What follows belongs to an exercise in optimizing a design on an open flow for small area; a production flow would make more cautious choices.
No functional check of the RTL was part of this run.
The clock port is modelled as an ideal driver; clocking choices that lean on that would not hold on a real chip.
Power figures rest on the tool's default switching activity, not on a simulated workload.

[flow/config.mk]
export PLATFORM = sky130hd
export DESIGN_NAME = lab3_pixgen
export DESIGN_NICKNAME = lab3_pixgen
export VERILOG_FILES = /design/flow/design.v
export SDC_FILE = /design/flow/constraint.sdc
export NUM_CORES = 4
export LEC_CHECK = 0
export CAP_MARGIN = 20
export CORE_MARGIN = 2
export CORE_UTILIZATION = 40
export SLEW_MARGIN = 20
[flow/constraint.sdc]
create_clock -name core_clock -period 5.0 [get_ports {clk}]
set_input_delay 1.0000 -clock core_clock [delete_from_list [all_inputs] [get_ports {clk}]]
set_output_delay 1.0000 -clock core_clock [all_outputs]
set_load 0.01 [all_outputs]
[flow/design.v]
module lab3_pixgen(
    input         clk,
    input         rst,
    input  [5:0]  color,
    input         btn_left,
    input         btn_right,
    input         btn_up,
    input         btn_down,
    input         enc,
    input         vsync,
    input  [5:0]  fb_rdata,
    output        rdy,
    output        fb_we,
    output [16:0] fb_waddr,
    output [5:0]  fb_wdata,
    output [16:0] fb_raddr,
    output [15:0] rgb
);
reg  [9:0] cnt_l, cnt_r, cnt_u, cnt_d;
function [9:0] db_next;
    input [9:0] c;
    db_next = {c[8:0], c[9] ^ c[6] ^ (c[8:0] == 9'd0)};
endfunction
wire       left_pulse  = (cnt_l == 10'd778);
wire       right_pulse = (cnt_r == 10'd778);
wire       up_pulse    = (cnt_u == 10'd778);
wire       down_pulse  = (cnt_d == 10'd778);
always @(posedge clk) begin
    if (rst) begin
        cnt_l <= 10'd0;
        cnt_r <= 10'd0;
        cnt_u <= 10'd0;
        cnt_d <= 10'd0;
    end else begin
        if (btn_left)  cnt_l <= db_next(cnt_l);
        if (btn_right) cnt_r <= db_next(cnt_r);
        if (btn_up)    cnt_u <= db_next(cnt_u);
        if (btn_down)  cnt_d <= db_next(cnt_d);
    end
end
reg  [8:0] x_min;
reg  [7:0] y_min;
wire x_inc = right_pulse & ~(x_min[8] & x_min[6] & (&x_min[4:2]) & x_min[0]);    
wire x_dec = ~x_inc & left_pulse & (x_min != 9'd0);
wire y_inc = down_pulse & ~(y_min[7] & y_min[5] & (&y_min[3:1]));                
wire y_dec = ~y_inc & up_pulse & (y_min != 8'd0);
wire [8:0] x_tog;
wire [7:0] y_tog;
assign x_tog[0] = x_inc | x_dec;
assign y_tog[0] = y_inc | y_dec;
genvar i;
generate
    for (i = 1; i < 9; i = i + 1) begin : g_xt
        assign x_tog[i] = x_tog[i-1] & (x_min[i-1] ^ x_dec);
    end
    for (i = 1; i < 8; i = i + 1) begin : g_yt
        assign y_tog[i] = y_tog[i-1] & (y_min[i-1] ^ y_dec);
    end
endgenerate
always @(posedge clk) begin
    if (rst) begin
        x_min <= 9'd100;
        y_min <= 8'd100;
    end else begin
        x_min <= x_min ^ x_tog;
        y_min <= y_min ^ y_tog;
    end
end
reg [15:0] cc;
always @(posedge clk)
    if (rst)
        cc <= 16'd0;
    else
        cc <= cc + color[0];
reg  [8:0] px;
reg  [7:0] Dy;       
reg        we;
reg        done;
reg  [5:0] data;
reg  [5:0] wdata;
reg  [12:0] Tw;
wire       x_wrap = px[8] & px[7] & (&px[3:0]);                
wire       y_step = (px == 9'd0);
wire [8:0] x = (~we | x_wrap) ? 9'd0 : px + 9'd1;
wire       y_wrap = y_step & Tw[12] & Tw[10] & (&Tw[8:5]);     
wire [7:0] Dyn = ~we ? 8'd156 :
                 Dy + (y_step ? (y_wrap ? 8'd32 : 8'd1) : 8'd0)
                    - {{7{y_dec}}, y_inc | y_dec};
wire [12:0] Twn = (~we | y_wrap) ? 13'd0 :
                  Tw + (x_wrap ? -13'd24 : y_step ? 13'd25 : {12'd0, &px[3:0]});
wire [8:0] dx = px - x_min;
wire [7:0] dy = Dy - {7'd0, ~y_step};
wire       in_rect = we & (dx < 9'd49) & (dy < 8'd49);
always @(posedge clk) begin
    px    <= x;
    Dy    <= Dyn;
    Tw    <= Twn;
    we    <= ~rst;
    wdata <= data;
    if (rst) begin
        done <= 1'b0;
        data <= 6'b111111;
    end else begin
        if (we & (&px[3:1]) & ~px[0] & Tw[12] & Tw[10] & (&Tw[8:3]))    
            done <= 1'b1;
        data <= in_rect ? (color[0] ? cc[15:10] : color) : 6'd0;
    end
end
reg [10:0] PX;
reg [1:0]  Yl;
reg [12:0] T;
reg        z;
wire        en      = enc & ~vsync & ~rst;
wire        c16     = &PX[5:0];
wire        X_wrap  = PX[10] & PX[9] & c16;                     
wire        Yl_wrap = X_wrap & (Yl == 2'd3);
wire        Y_wrap  = Yl_wrap & T[12] & T[10] & (&T[8:5]);      
always @(posedge clk) begin
    z  <= rst | vsync | (z & ~enc);
    PX <= (en & (z | X_wrap)) ? 11'd0 : PX + en;
    Yl <= (en & (z | Yl_wrap)) ? 2'd0 : Yl + (en & X_wrap);
    T  <= (en & (z | Y_wrap)) ? 13'd0 :
          T + (~en ? 13'd0 : (X_wrap & ~Yl_wrap) ? -13'd24 : {12'd0, c16});
end
assign rdy      = done;
assign fb_we    = we;
assign fb_waddr = {Tw, px[3:0]};
assign fb_wdata = wdata;
assign fb_raddr = {T, PX[5:2]};
assign rgb      = {fb_rdata[4], {2{fb_rdata[5:4]}}, {3{fb_rdata[3:2]}}, fb_rdata[0], {2{fb_rdata[1:0]}}};
endmodule
[flow/flow/run.sh]
#!/bin/bash
# Own layout flow: the standard layout (standard.sh), with
#  - a synthesis script (flow/synth.tcl) that maps all logic with ABC using
#    flow/area.abc, without extracting half/full adder cells; registers are
#    inferred and mapped exactly as in the standard synthesis;
#  - extra make settings from flow/make_args (one VAR=value per line;
#    @FLOWDIR@ stands for this flow folder).
# make's output goes to flow_make.log; ORFS writes each step's log under
# orfs/logs/.
set -euo pipefail
W=$PWD
sed "s#@FLOWDIR@#$W/flow#g" flow/synth.tcl > my_synth.tcl
sed "s#SYNTH_SCRIPT=[^ ]*#SYNTH_SCRIPT=$W/my_synth.tcl#" standard.sh > my_standard.sh
ARGS=()
if [[ -f flow/make_args ]]; then
  while IFS= read -r l; do
    [[ -z "$l" || "$l" == \#* ]] || ARGS+=("${l//@FLOWDIR@/$W/flow}")
  done < flow/make_args
fi
bash my_standard.sh "${ARGS[@]}" finish > flow_make.log 2>&1
[flow/flow/area.abc]
strash
&get -n
&deepsyn -I 3 -J 200
&put
&get -n
&dch -f
&nf -R 1000
&put
[flow/flow/make_args]
BUFFER_PORTS_ARGS=-buffer_cell sky130_fd_sc_hd__buf_1
MIN_BUF_CELL_AND_PORTS=sky130_fd_sc_hd__buf_1 A X
CTS_ARGS=-sink_clustering_enable -repair_clock_nets -dont_use_dummy_load -sink_clustering_size 30 -root_buf sky130_fd_sc_hd__clkbuf_16 -buf_list sky130_fd_sc_hd__clkbuf_4
POST_CTS_TCL=@FLOWDIR@/post_cts.tcl
[flow/flow/post_cts.tcl]
estimate_parasitics -placement
set block [ord::get_db_block]
set up 0
foreach inst [$block getInsts] {
  if {[[$inst getMaster] getName] ne "sky130_fd_sc_hd__clkbuf_4"} { continue }
  set net [[$inst findITerm X] getNet]
  if {$net eq "NULL"} { continue }
  set mx 0
  foreach it [$net getITerms] {
    if {[$it isInputSignal]} {
      set s [get_property [get_pins "[[$it getInst] getName]/[[$it getMTerm] getName]"] slew_max]
      if {$s > $mx} { set mx $s }
    }
  }
  if {$mx > 0.095} {
    replace_cell [get_cells [$inst getName]] sky130_fd_sc_hd__clkbuf_8
    incr up
  }
  puts "post_cts: [$inst getName] max clock pin slew $mx"
}
puts "post_cts: upsized $up leaf buffers"
if {$up > 0} {
  detailed_placement
  check_placement -verbose
  estimate_parasitics -placement
}
[flow/flow/synth.tcl]
# The standard synthesis script (synth_recipe.tcl), with two steps replaced:
# no extraction of half/full adder cells, and the final ABC mapping run
# with flow/area.abc instead of ORFS's speed script.
proc synth {args} { yosys synth -nofsm -noshare {*}$args }
proc extract_fa {args} { puts "extract_fa skipped" }
proc abc {args} {
  set i [lsearch -exact $args -script]
  if { $i >= 0 } {
    set args [lreplace $args $i [expr { $i + 1 }] -script @FLOWDIR@/area.abc]
  }
  yosys abc {*}$args
}
source $::env(SCRIPTS_DIR)/synth.tcl
# left out here: clear keep_hierarchy, flatten, clean up, hide names made inside functions, write 1_2_yosys.v
[flow/standard.sh]
#!/bin/bash
# synth_recipe.tcl (not shown) runs the flow's synth.tcl, then flattens the netlist and writes it again
# the make line also repeats each setting of config.mk as NAME=value (left out here)
make -C /OpenROAD-flow-scripts/flow DESIGN_CONFIG=/design/flow/config.mk WORK_HOME=/design/flow/orfs CLKGATE_MAP_FILE= SYNTH_SCRIPT=/design/flow/synth_recipe.tcl "${@:-finish}"
==> metrics.yaml <==
die:
  start_util: 0.413
  chipHeight_um: 124
  ios: 78
  std_cell_rows: 43
  die_width_um: 124
  design.core.area_um2: 14000
  dieArea_um2: 15400
grt:
  antenna_found_initial: 0
  grt_pass1_wl_um: 19000
  via_count_of_the_first_global_routing_pass: 4288
  maximum_number_of_pins_on_one_net_before_global_route_repair: 29
  gr-total-overflow: 0
  track_usage: 0.155
route:
  routed_wire_length_per_instance_um: 13.0
  drcViolationCount: 0
  dr_total_vias: 4848
  dr_iter_0_viols: 255
  met1_routed_wirelength_after_detailed_routing_um: 5720
  postRouteAntennaNets: 0
  routed_wirelength_um: 11600
  detailroute.wirelength.met2_um: 5230
  met3RoutedLength_um: 470
  routed_via_density: 5.44
  dr.max_layer_used: "met4"
  drt_pass1_iterations: 4
sta:
  finalClockSkew_ps: 28.8
  final_hold_viol_count: 0
  maxSlewHeadroom: 0.549
  worstMarginPinSlew_ps: 675
  fmax_mhz: 213
  final.min_clock_period_ps: 4690
  grt_setup_unrepaired: "no"
  fin_hold_ws_ps: 329
  fin_ws_ps: 309
  timing.final.setup_violations: 0
  timing_max_transition_violations_final: 0
  finalCritPeriodShare: 0.938
yosys:
  post_synth_instance_area_um2: 5770
  ys_ff_latch: 144
  synth.largest_area_cell: "sky130_fd_sc_hd__dfxtp_1"
  synth_sequential_area_ratio: 0.499
  ys_warn_count: 1
  synthMuxAreaShare: 0.00564
  netlist_instances: 656
  average_instance_area_after_synthesis_um2: 8.80
  main_combinational_cell_family_by_area_after_synthesis: "compound AO/OA/AOI/OAI gates"
  synth_adder_area_share: 0
  yosys-top-cells-area: "sky130_fd_sc_hd__dfxtp_1, sky130_fd_sc_hd__a21oi_1, sky130_fd_sc_hd__a22o_1, sky130_fd_sc_hd__o21ai_0, sky130_fd_sc_hd__nor2_1"
  netlist-cell-type-count: 43
  synthesized_nets: 676
  post-synth-top-area-fraction: 0.499
  synthesized_area_fraction_occupied_by_xor_and_xnor_cells: 0.0364
  synth_simple_gate_area_share: 0.213
  synth_compound_area_frac: 0.220
worst_setup_path:
  timing.critical_path.required_ps: 5310
  worst_ep_arrival_time_ps: 5000
  crit_type: "in -> reg"
  path_max_fanout: 5
  crit_path_end_kind: "flop"
  setup.worst_path.start_class: "primary input"
clocking:
  clock_insertion_delay_at_the_later_pin_of_the_skew_report_ps: 370
  clk_transition_reported_paths_ps: 90
  clock_sink_count: 144
  cts_tree: "built"
finish:
  area_of_the_multi_input_gates_um2: 2770
  insertedDiodeCount: 0
  area.growth.synth_to_final_pct: 10.7
  layout.nets: 733
  seqCellArea_um2: 2880
  filler_cell_count: 1393
  drive_above_1_share: 0.0394
placement:
  detailed_place_hpwl_um: 8200
  port_buffers: 55
  worst_case_setup_slack_after_placement_ps: -85.3
  place.gp.congestion: 0.830
pwr:
  power.density_nw_per_um2: 312
  p_leak_nw: 2.40
  vdd.ir_drop.worst_mv: 0.164
flow_run:
  timing.max_cap.violations: 0
status:
  run_status: "timing/DRC/antenna clean"
hold_path:
  holdCritPathClass: "reg -> reg"
==> kinds of logic (layout without fill, tap and decap cells) <==
group	after synthesis	after routing
multiplexers	3	3
AND/OR/NAND/NOR	245	245
AO/OA/AOI/OAI	202	202
XOR/XNOR	24	24
flip-flops	144	144
buffers and inverters	38	93
==> per-layer routing <==
| layer | vias to the layer above | GRT usage |
|---|---|---|
| met5 | - | 0 |
| met4 | 0 | 0.0653 |
| met3 | 13 | 0.0421 |
| met2 | 97 | 0.251 |
| met1 | 2252 | 0.196 |
| li1 | 2486 | - |
==> layout by cell type, fill, tap and decap left out, types with 7 or more instances in the layout <==
master and n:
sky130_fd_sc_hd__dfxtp_1 144, sky130_fd_sc_hd__nor2_1 64, sky130_fd_sc_hd__buf_4 7, sky130_fd_sc_hd__clkbuf_4 7, sky130_fd_sc_hd__and3_1 19, sky130_fd_sc_hd__nand3_1 17, sky130_fd_sc_hd__clkbuf_8 9, sky130_fd_sc_hd__xnor2_1 17
sky130_fd_sc_hd__clkinv_1 14, sky130_fd_sc_hd__a21oi_1 66, sky130_fd_sc_hd__nand2_1 38, sky130_fd_sc_hd__o21ai_0 57, sky130_fd_sc_hd__xor2_1 7, sky130_fd_sc_hd__nor2b_1 12, sky130_fd_sc_hd__or3_1 11, sky130_fd_sc_hd__and2_0 18
sky130_fd_sc_hd__a22o_1 36, sky130_fd_sc_hd__nor4_1 10, sky130_fd_sc_hd__nor3_1 34, sky130_fd_sc_hd__buf_1 55
==> report_power, final <==
| part | total, W | leakage, nW | internal (W) | switching (W) |
|---|---|---|---|---|
| Sequential | 0.00123 | 1.17 | 0.00119 | 0.0000401 |
| Combinational | 0.000154 | 1.12 | 0.0000613 | 0.0000926 |
| Clock | 0.000612 | 0.109 | 0.000262 | 0.000350 |
| Total | 0.00199 | 2.40 | 0.00151 | 0.000482 |
==> registers in the layout, indices dropped and copies added, names as in the netlist, 2 cells and up <==
signal / count
cnt_u: 10
cc: 16
x_min: 9
Dy: 8
wdata: 6
px: 9
data: 6
T: 13
cnt_r: 10
Tw: 13
cnt_d: 10
Yl: 2
y_min: 8
cnt_l: 10
PX: 11
==> critical path, cell delays in order <==
cell and delay [ps]:
sky130_fd_sc_hd__buf_1 160, sky130_fd_sc_hd__nor2_1 170, sky130_fd_sc_hd__and3_1 210, sky130_fd_sc_hd__and2_0 160, sky130_fd_sc_hd__and3_1 180, sky130_fd_sc_hd__and3_1 210
sky130_fd_sc_hd__nand3_1 170, sky130_fd_sc_hd__a21oi_2 160, sky130_fd_sc_hd__nor2b_1 70, sky130_fd_sc_hd__and2_0 170, sky130_fd_sc_hd__and3_1 210, sky130_fd_sc_hd__o21a_1 200
sky130_fd_sc_hd__and2_0 220, sky130_fd_sc_hd__or3b_1 450, sky130_fd_sc_hd__or3_1 360, sky130_fd_sc_hd__nor2_1 100, sky130_fd_sc_hd__nor2_1 60, sky130_fd_sc_hd__a21oi_2 170
sky130_fd_sc_hd__nor3b_4 240, sky130_fd_sc_hd__mux2_1 170, sky130_fd_sc_hd__o21bai_1 60, sky130_fd_sc_hd__a21oi_1 100
==> worst paths after layout <==
path | startpoint | endpoint | slack, ps | depth (start not counted)
min | data[0]$_SDFF_PP1_ | wdata[0]$_DFF_P_ | 330 | 0
max | rst | T[12]$_SDFF_PP0_ | 310 | 22
max reg2reg | PX[0]$_SDFF_PP0_ | T[12]$_SDFF_PP0_ | 1000 | 20
min reg2reg | data[0]$_SDFF_PP1_ | wdata[0]$_DFF_P_ | 330 | 0
==> cell usage after synthesis <==
cell type and count:
sky130_fd_sc_hd__a32o_1 3, sky130_fd_sc_hd__or2_0 1, sky130_fd_sc_hd__nor3_1 35, sky130_fd_sc_hd__nand2b_1 4, sky130_fd_sc_hd__and3_1 19, sky130_fd_sc_hd__a21oi_1 68, sky130_fd_sc_hd__o31ai_1 3, sky130_fd_sc_hd__a311oi_1 1
sky130_fd_sc_hd__a21o_1 3, sky130_fd_sc_hd__nor2b_1 12, sky130_fd_sc_hd__xor2_1 7, sky130_fd_sc_hd__o41ai_1 2, sky130_fd_sc_hd__a21boi_0 5, sky130_fd_sc_hd__and2_0 18, sky130_fd_sc_hd__nand3_1 17, sky130_fd_sc_hd__o2111ai_1 1
sky130_fd_sc_hd__o21ai_0 57, sky130_fd_sc_hd__a31oi_1 4, sky130_fd_sc_hd__and4_1 1, sky130_fd_sc_hd__or4_1 1, sky130_fd_sc_hd__nor2_1 64, sky130_fd_sc_hd__o221ai_1 1, sky130_fd_sc_hd__a221oi_1 2, sky130_fd_sc_hd__or3_1 11
sky130_fd_sc_hd__a211oi_1 2, sky130_fd_sc_hd__nand4_1 5, sky130_fd_sc_hd__mux2i_1 1, sky130_fd_sc_hd__o21a_1 5, sky130_fd_sc_hd__o21bai_1 4, sky130_fd_sc_hd__nand3b_1 1, sky130_fd_sc_hd__mux2_1 2, sky130_fd_sc_hd__buf_1 24
sky130_fd_sc_hd__nor3b_1 4, sky130_fd_sc_hd__or3b_1 1, sky130_fd_sc_hd__a22o_1 36, sky130_fd_sc_hd__xnor2_1 17, sky130_fd_sc_hd__nor4b_1 2, sky130_fd_sc_hd__nand2_1 38, sky130_fd_sc_hd__a221o_1 5, sky130_fd_sc_hd__nor4_1 10
sky130_fd_sc_hd__and3b_1 1, sky130_fd_sc_hd__clkinv_1 14, sky130_fd_sc_hd__dfxtp_1 144
==> stage by stage <==
step | cells | setup TNS (ps) | power, W | instance area, µm² | utilization
finish | 891 | 0 | 0.00199 | 6390 | 0.457
global route | 891 | 0 | 0.00209 | 6390 | 0.457
detailed placement | 874 | -106 | 0.00141 | 6180 | 0.442
global placement | 874 | 0 | 0.00140 | 6180 | 0.442
floorplan | 656 | 0 | 0.00136 | 5790 | -
==> layout make-up <==
class,instances,area share
Sequential cell,144,0.451
Inverter,14,0.00822
Timing Repair Buffer,62,0.0405
Clock buffer,17,0.0315
Tap cell,180,0.0352
Multi-Input combinational cell,474,0.434

## static timing again, ports no longer ideal
Ports are ideal in the flow. The routed layout listed here was re-timed in OpenROAD. Step 1 sets driving cells, clkbuf_16 on the clock port and buf_2 on the other inputs (assumed; they add their load-dependent delay and slew). Step 2 moves the port delays by t, midway between the first and last clock arrival at a register: inputs arrive t later, outputs are due t later. That takes back most of the time a late clock gives input paths. a / b / c = ideal ports / drivers / drivers and shift; a / b = the first two.
t (ns): 0.394
setup slack, ns: 0.309 / 0.327 / -0.067
worst setup path at the end: input to register
latest minus earliest clock arrival (ns): 0.029 / 0.029
Met with ideal ports but missed after step 2: setup timing in this run. For this run, drivers alone change the setup slack by +0.018 ns; drivers and shift together by -0.376 ns.
